From an optimization exercise on the open Yosys and OpenROAD flow, aimed at small area, a short achievable clock period and few clock cycles; shortcuts taken in it are not production practice.
Function was checked by simulation only, so behaviour that the tests miss may differ from the original.
No activity file was given, so power comes from the tool's default toggle rates.

## flow/design.v

```verilog
`timescale 1ns / 1ps
module CPU(
    input CLK,
    input RST,
    output [31:0] imem_addr,  
    input [31:0] imem_data,  
    output [31:0] dmem_addr,  
    output [31:0] dmem_wdata,  
    output dmem_we,  
    input [31:0] dmem_rdata,  
    output halted  
    );
    localparam [5:0] ADDU = 6'b000000, SUBU = 6'b000001, ADDIU = 6'b000010, OR = 6'b010000,
                     AND = 6'b010001, ORI = 6'b010010, SLL = 6'b011000, SLTU = 6'b100110,
                     SLTIU = 6'b100111, SW = 6'b110000, LW = 6'b110001, BEQ = 6'b110100,
                     JUMP = 6'b111000, JR = 6'b111001, JAL = 6'b111010, HALT = 6'b111111;
    reg [29:0] pc;
    wire [29:0] pc1 = pc + 30'd1;
    assign imem_addr = {pc, 2'b00};
    wire [5:0] f_op = imem_data[31:26];
    wire f_jmp = f_op == JUMP || f_op == JAL;
    reg [31:0] ir;
    reg [29:0] xpc1;
    reg xv;
    reg halt_r;
    reg [31:0] mres, mst;
    reg mwe, mld;
    reg [4:0] mdst;
    reg [31:0] wdat;
    reg [4:0] wdst;
    reg [31:0] rf [0:31];
    reg [31:0] rv;
    wire [5:0] op = ir[31:26];
    wire [4:0] rs = ir[25:21], rt = ir[20:16], rd = ir[15:11], sh = ir[10:6];
    wire [31:0] sx = {{16{ir[15]}}, ir[15:0]};
    wire [31:0] zx = {16'b0, ir[15:0]};
    wire i_addu = op == ADDU, i_subu = op == SUBU, i_or = op == OR, i_and = op == AND;
    wire i_sltu = op == SLTU, i_sll = op == SLL, i_addiu = op == ADDIU, i_ori = op == ORI;
    wire i_sltiu = op == SLTIU, i_lw = op == LW, i_sw = op == SW, i_beq = op == BEQ;
    wire i_jr = op == JR, i_jal = op == JAL, i_halt = op == HALT;
    wire r_type = i_addu | i_subu | i_or | i_and | i_sltu | i_sll;
    wire i_wrt = i_addiu | i_ori | i_sltiu | i_lw;
    wire use_rs = r_type & ~i_sll | i_wrt | i_sw | i_beq | i_jr;
    wire use_rt = r_type | i_sw | i_beq;
    wire [4:0] dst = r_type ? rd : i_wrt ? rt : i_jal ? 5'd31 : 5'd0;
    wire [31:0] rf_a = rv[rs] ? rf[rs] : 32'b0;
    wire [31:0] rf_b = rv[rt] ? rf[rt] : 32'b0;
    wire a_m = rs == mdst && mdst != 5'd0;
    wire b_m = rt == mdst && mdst != 5'd0;
    wire a_w = rs == wdst && wdst != 5'd0;
    wire b_w = rt == wdst && wdst != 5'd0;
    wire [31:0] A = a_m ? mres : a_w ? wdat : rf_a;
    wire [31:0] B = b_m ? mres : b_w ? wdat : rf_b;
    wire stall = xv & mld & (use_rs & a_m | use_rt & b_m);
    wire imm_op = i_addiu | i_ori | i_sltiu | i_lw | i_sw;
    wire [31:0] Bp = imm_op ? (i_ori ? zx : sx) : B;
    wire sub = i_subu | i_sltu | i_sltiu;
    wire [32:0] sum = {1'b0, A} + {1'b0, Bp ^ {32{sub}}} + {32'b0, sub};
    wire lt = ~sum[32];
    wire [31:0] res =
        (i_or | i_ori) ? (A | Bp) :
        i_and ? (A & B) :
        (i_sltu | i_sltiu) ? {31'b0, lt} :
        i_sll ? (B << sh) :
        i_jal ? {xpc1, 2'b00} :
        sum[31:0];
    wire go = xv & ~stall;
    wire x_halt = xv & i_halt;
    wire taken = i_beq & (A == B);
    wire redirect = go & (taken | i_jr);
    wire [29:0] target = i_jr ? A[31:2] : xpc1 + sx[29:0];
    always @(posedge CLK or posedge RST)
        if (RST) begin
            pc <= 30'b0;
            xv <= 1'b0;
            halt_r <= 1'b0;
            mwe <= 1'b0;
            mld <= 1'b0;
            mdst <= 5'b0;
            wdst <= 5'b0;
        end else begin
            if (x_halt) halt_r <= 1'b1;
            if (!(stall | x_halt | halt_r))
                pc <= redirect ? target : f_jmp ? {pc1[29:26], imem_data[25:0]} : pc1;
            if (!stall) xv <= ~(redirect | x_halt | halt_r);
            mwe <= go & i_sw;
            mld <= go & i_lw;
            mdst <= go ? dst : 5'd0;
            wdst <= mdst;
        end
    always @(posedge CLK) begin
        if (!stall) begin
            ir <= imem_data;
            xpc1 <= pc1;
        end
        mres <= res;
        mst <= B;
        wdat <= mld ? dmem_rdata : mres;
    end
    always @(posedge CLK or posedge RST)
        if (RST) rv <= 32'b0;
        else if (wdst != 5'd0) rv[wdst] <= 1'b1;
    always @(posedge CLK)
        if (wdst != 5'd0) rf[wdst] <= wdat;
    assign dmem_addr = mres;
    assign dmem_wdata = mst;
    assign dmem_we = mwe;
    assign halted = halt_r;
endmodule
```

## flow/run.sh

```bash
#!/bin/bash
# synth_recipe.tcl (not shown) runs the flow's synth.tcl, then flattens the netlist and writes it again
# the make line also repeats each setting of config.mk as NAME=value (left out here)
make -C /OpenROAD-flow-scripts/flow DESIGN_CONFIG=/design/flow/config.mk WORK_HOME=/design/flow/orfs CLKGATE_MAP_FILE= SYNTH_SCRIPT=/design/flow/synth_recipe.tcl finish
```

## flow/config.mk

```make
export PLATFORM = sky130hd
export DESIGN_NAME = CPU
export DESIGN_NICKNAME = CPU
export VERILOG_FILES = /design/flow/design.v
export SDC_FILE = /design/flow/constraint.sdc
export NUM_CORES = 4
export LEC_CHECK = 0
export CAP_MARGIN = 20
export CORE_MARGIN = 2
export CORE_UTILIZATION = 40
export SLEW_MARGIN = 20
```

## flow/constraint.sdc

```tcl
create_clock -name core_clock -period 22.0 [get_ports {CLK}]
set_input_delay 4.4000 -clock core_clock [delete_from_list [all_inputs] [get_ports {CLK}]]
set_output_delay 4.4000 -clock core_clock [all_outputs]
set_load 0.01 [all_outputs]
```

==> run summary <==
==> worst register-to-register path, cell delays in order (launching register included) <==
cell and delay [ns]:
dfxtp_4 0.88, buf_4 0.81, buf_4 0.74, and2_2 0.37
buf_4 0.60, a221oi_1 0.17, o21ai_0 0.15, nand4_1 0.33
a222oi_1 0.97, inv_2 0.15, ha_1 0.34, nor4_1 0.68
nand4_1 0.24, nor2_1 0.16, a21oi_1 0.18, nor2_1 0.19
buf_4 0.26, or2_2 0.47, o21ai_0 0.19, a31oi_1 0.15
o21ai_0 0.11
==> layout by cell type (no fill, tap or decap), drive strengths merged, types with 72 or more instances in the layout <==
master | Yosys | routed
o21ai | 145 | 145
edfxtp | 1086 | 1086
a22oi | 162 | 162
mux4 | 534 | 534
buf | 115 | 137
ha | 98 | 98
dfxtp | 106 | 106
clkbuf | 188 | 185
nand2 | 252 | 252
nand3 | 78 | 78
mux2 | 72 | 72
xnor2 | 98 | 98
a21oi | 153 | 153
dfrtp | 76 | 76
mux2i | 206 | 206
nor2 | 238 | 238
clkdlybuf4s50 | 0 | 161
==> registers in the layout, indices dropped and copies added, names as in the netlist, 5 cells and up, named ones only <==
register  cells
pc           30
mdst          5
mst          32
wdat         32
rf         1024
xpc1         30
ir           32
wdst          5
mres         32
rv           32
==> synth_stat cells, types with 78 or more instances <==
library cell,n
nor2_1,238
xnor2_1,98
dfxtp_1,106
mux2i_1,206
o21ai_0,140
a22oi_1,162
mux4_2,534
clkbuf_1,188
ha_1,98
edfxtp_1,1086
nand3_1,78
a21oi_1,153
nand2_1,252
==> final cells by class <==
cell class                      count  area (sq um)
Clock buffer                      184          3780
Clock inverter                     70           689
Antenna cell                        2          5.00
Tap cell                         2160          2700
Timing Repair Buffer              299          2660
Fill cell                       14000         86900
Sequential cell                  1268         36700
Multi-Input combinational cell   2666         27000
Inverter                           53           200
==> layer usage <==
layer	routed length, microns	up-vias
li1	-	17700
met3	23700	503
met4	10300	2
met1	89700	22900
met2	106000	2819
met5	13	-
==> worst paths after layout <==
path,slack (ns),to
min in group asynchronous,4.12,mwe
hold reg to reg,0.48,wdst[4]
setup / recovery,13.72,pc[14]
setup reg to reg,13.72,pc[14]
max in group asynchronous,17.29,mld
hold / removal,0.48,wdst[4]
==> metrics by stage <==
stage / util (%) / hold WS (ns) / setup WS (ns)
2_1_floorplan: - / 0.422 / 15.66
3_3_place_gp: 43.1 / 0.470 / 13.89
4_1_cts: 45.9 / 0.484 / 13.86
6_report: 45.9 / 0.478 / 13.72
5_1_grt: 45.9 / 0.508 / 13.25
3_5_place_dp: 43.1 / 0.463 / 13.88
==> report_power, final <==
| part | leakage [nW] | switching [mW] | internal [mW] |
|---|---|---|---|
| Combinational | 11.1 | 0.918 | 0.615 |
| Sequential | 11.9 | 0.343 | 3.04 |
| Clock | 2.16 | 1.00 | 1.32 |
| Total | 25.1 | 2.26 | 4.98 |
==> logic make-up after synthesis <==
| group | Yosys count |
|---|---|
| compound gates | 793 |
| mux | 812 |
| buf+inv | 356 |
| xor+xnor | 128 |
| other cells | 1 |
| flops | 1268 |
| fa+ha+maj | 100 |
| simple gates | 831 |
==> flow_metrics.tcl <==
set metrics [dict create \
    p_leak_nw 25.1 \
    initial_core_util_pct 40.3 \
    synth-edff-count 1086 \
    finalPower_mw 7.25 \
    cpLargestDelayFamily "buffers and inverters" \
    crit_chain "buf_4 -> buf_4 -> and2_2 -> buf_4 -> a221oi_1 -> o21ai_0 -> nand4_1 -> a222oi_1 -> inv_2 -> ha_1 -> nor4_1 -> nand4_1 -> nor2_1 -> a21oi_1 -> nor2_1 -> buf_4 -> or2_2 -> o21ai_0 -> a31oi_1 -> o21ai_0" \
    dp_cells 6444 \
    synth_compound_area_share_pct 8.38 \
    cp.buffers_inverters 5 \
    fin_nets 4592 \
    drt_iter0_drc 6508 \
    cts.sinks 1268 \
    grt_use_met1_pct 37.5 \
    wl_per_cell_microns 34.3 \
    hold_violations 0 \
    synthAdderAreaFrac_pct 1.96 \
    fin_crit_sh_pct 37.6 \
    drt-vias-per-instance 6.56 \
    post-cts-setup-buffers 0 \
    drcViolationCount 0 \
    powerDensity_nw_per_um2 98.4 \
    setup_tns_ns 0 \
    rsz0062_at_grt "false" \
    h-tree-depth 4 \
    crit_type "flop to flop" \
    cts_tree "built" \
    synthFlopType "edfxtp_1" \
    tightest_slew_ns 1.25 \
    io_pins 164 \
    cp.required_ns 22.65 \
    synth_simple_gate_area_share_pct 6.01 \
    hp-class "flop to flop" \
    fin_area_sq_um 73700 \
    grt-busiest-layer "met2" \
    hold_start "mdst[4]" \
    fin_cells 6702 \
    cts.reportedPaths.clkPinSlew_ns 0.07 \
    grtUsageMet2_pct 43.1 \
    crit_top_cell "buf_4" \
    synthArstFlopShare_pct 5.99 \
    dpl_cell_area_sq_um 69200 \
    holdPathStages 0 \
    ant_nets 0 \
    overflow 0 \
    worstSetupStartpointType "flop" \
    hold_buffers 0 \
    wirelength_mm 230 \
    status "finished clean" \
    grt_max_degree 117 \
    vias 44000 \
    die_x_microns 406 \
    ctsResizeCount 0 \
    numCtsBuffers 138 \
    min_period_ns 8.28 \
    final_max_slew_viol_count 0 \
    drive_above_1_share_pct 23.0 \
    die-area_sq_um 165000 \
    ir_worst_vdd_v 0.0000814 \
    critical_path_depth 20 \
    gp_congestion 1.00 \
    place_hpwl_mm 145 \
    arrival_ns 8.93 \
    die_y_microns 406 \
    setup_violations 0 \
    grt_use_total_pct 27.6 \
    cp_slowest_stage_delay_ns 0.97 \
    met3_usage_pct 6.03 \
    ys.warnings.count 1 \
    ys_seq_area_share_pct 56.6 \
    synthesis.area_sq_um 64700 \
    grt_pass1_vias 43000 \
    synth_top_family_by_area "multiplexers" \
    syn_avg_cell_area_sq_um 15.1 \
    end_kind "flop" \
    netlist_instances 4289 \
    syn_to_final_growth_pct 13.9 \
    synth.mux.area_fraction_pct 23.0 \
    crit_slowest_cell "a222oi_1" \
    synth-seq-cells 1268 \
    slew_headroom_pct 15.9 \
    synth.largest_area_cell "edfxtp_1" \
    drtPass1Iterations 6 \
    synth.distinct_cells 84 \
    fmax_mhz 121 \
    synthXorXnorAreaFrac_pct 1.73 \
    antenna_found_initial 8 \
    path_max_fanout 37 \
    io_buffer_count 161 \
    core_sq_um 161000 \
    reg2reg_depth 20 \
    synth_top_area_share_pct 50.4 \
    fin_skew_ns 0.0310 \
    maxCapViolations 0 \
    cts_root_buffer "clkbuf_16" \
    clock_latency_ns 0.80 \
    max-clock-path-buffers 3 \
    netlist_top_cells_area "edfxtp_1 50%, mux4_2 19%, dfxtp_1 3.3%" \
    rows 147 \
    grt_pass1_wl_mm 323 \
]
Testbench counts, summed over its fixed seeds: cycles 37,513.

==> port drivers added, routing unchanged <==
How much do the figures lean on ideal ports? The routed layout below was timed once more, with nothing changed but the port constraints.
Step 1 sets driving cells, clkbuf_16 on the clock port and buf_2 on the other inputs (assumed; they add their load-dependent delay and slew).
Step 2 also shifts input and output timing later by t, the mid clock arrival at the registers, as if the neighbouring blocks saw the same clock.
Slacks: ideal / step 1 / step 2; pairs: ideal / step 1.
shift t [ns]: 0.879
setup WS [ns]: 13.721 / 13.721 / 13.721
hold slack, ns: 0.478 / 0.478 / 0.478
worst data-port slew with drivers (ns): 0.06
After both steps setup and hold are still met in this run. For this run, drivers alone change the setup slack by 0.000 ns; drivers and shift together by 0.000 ns.
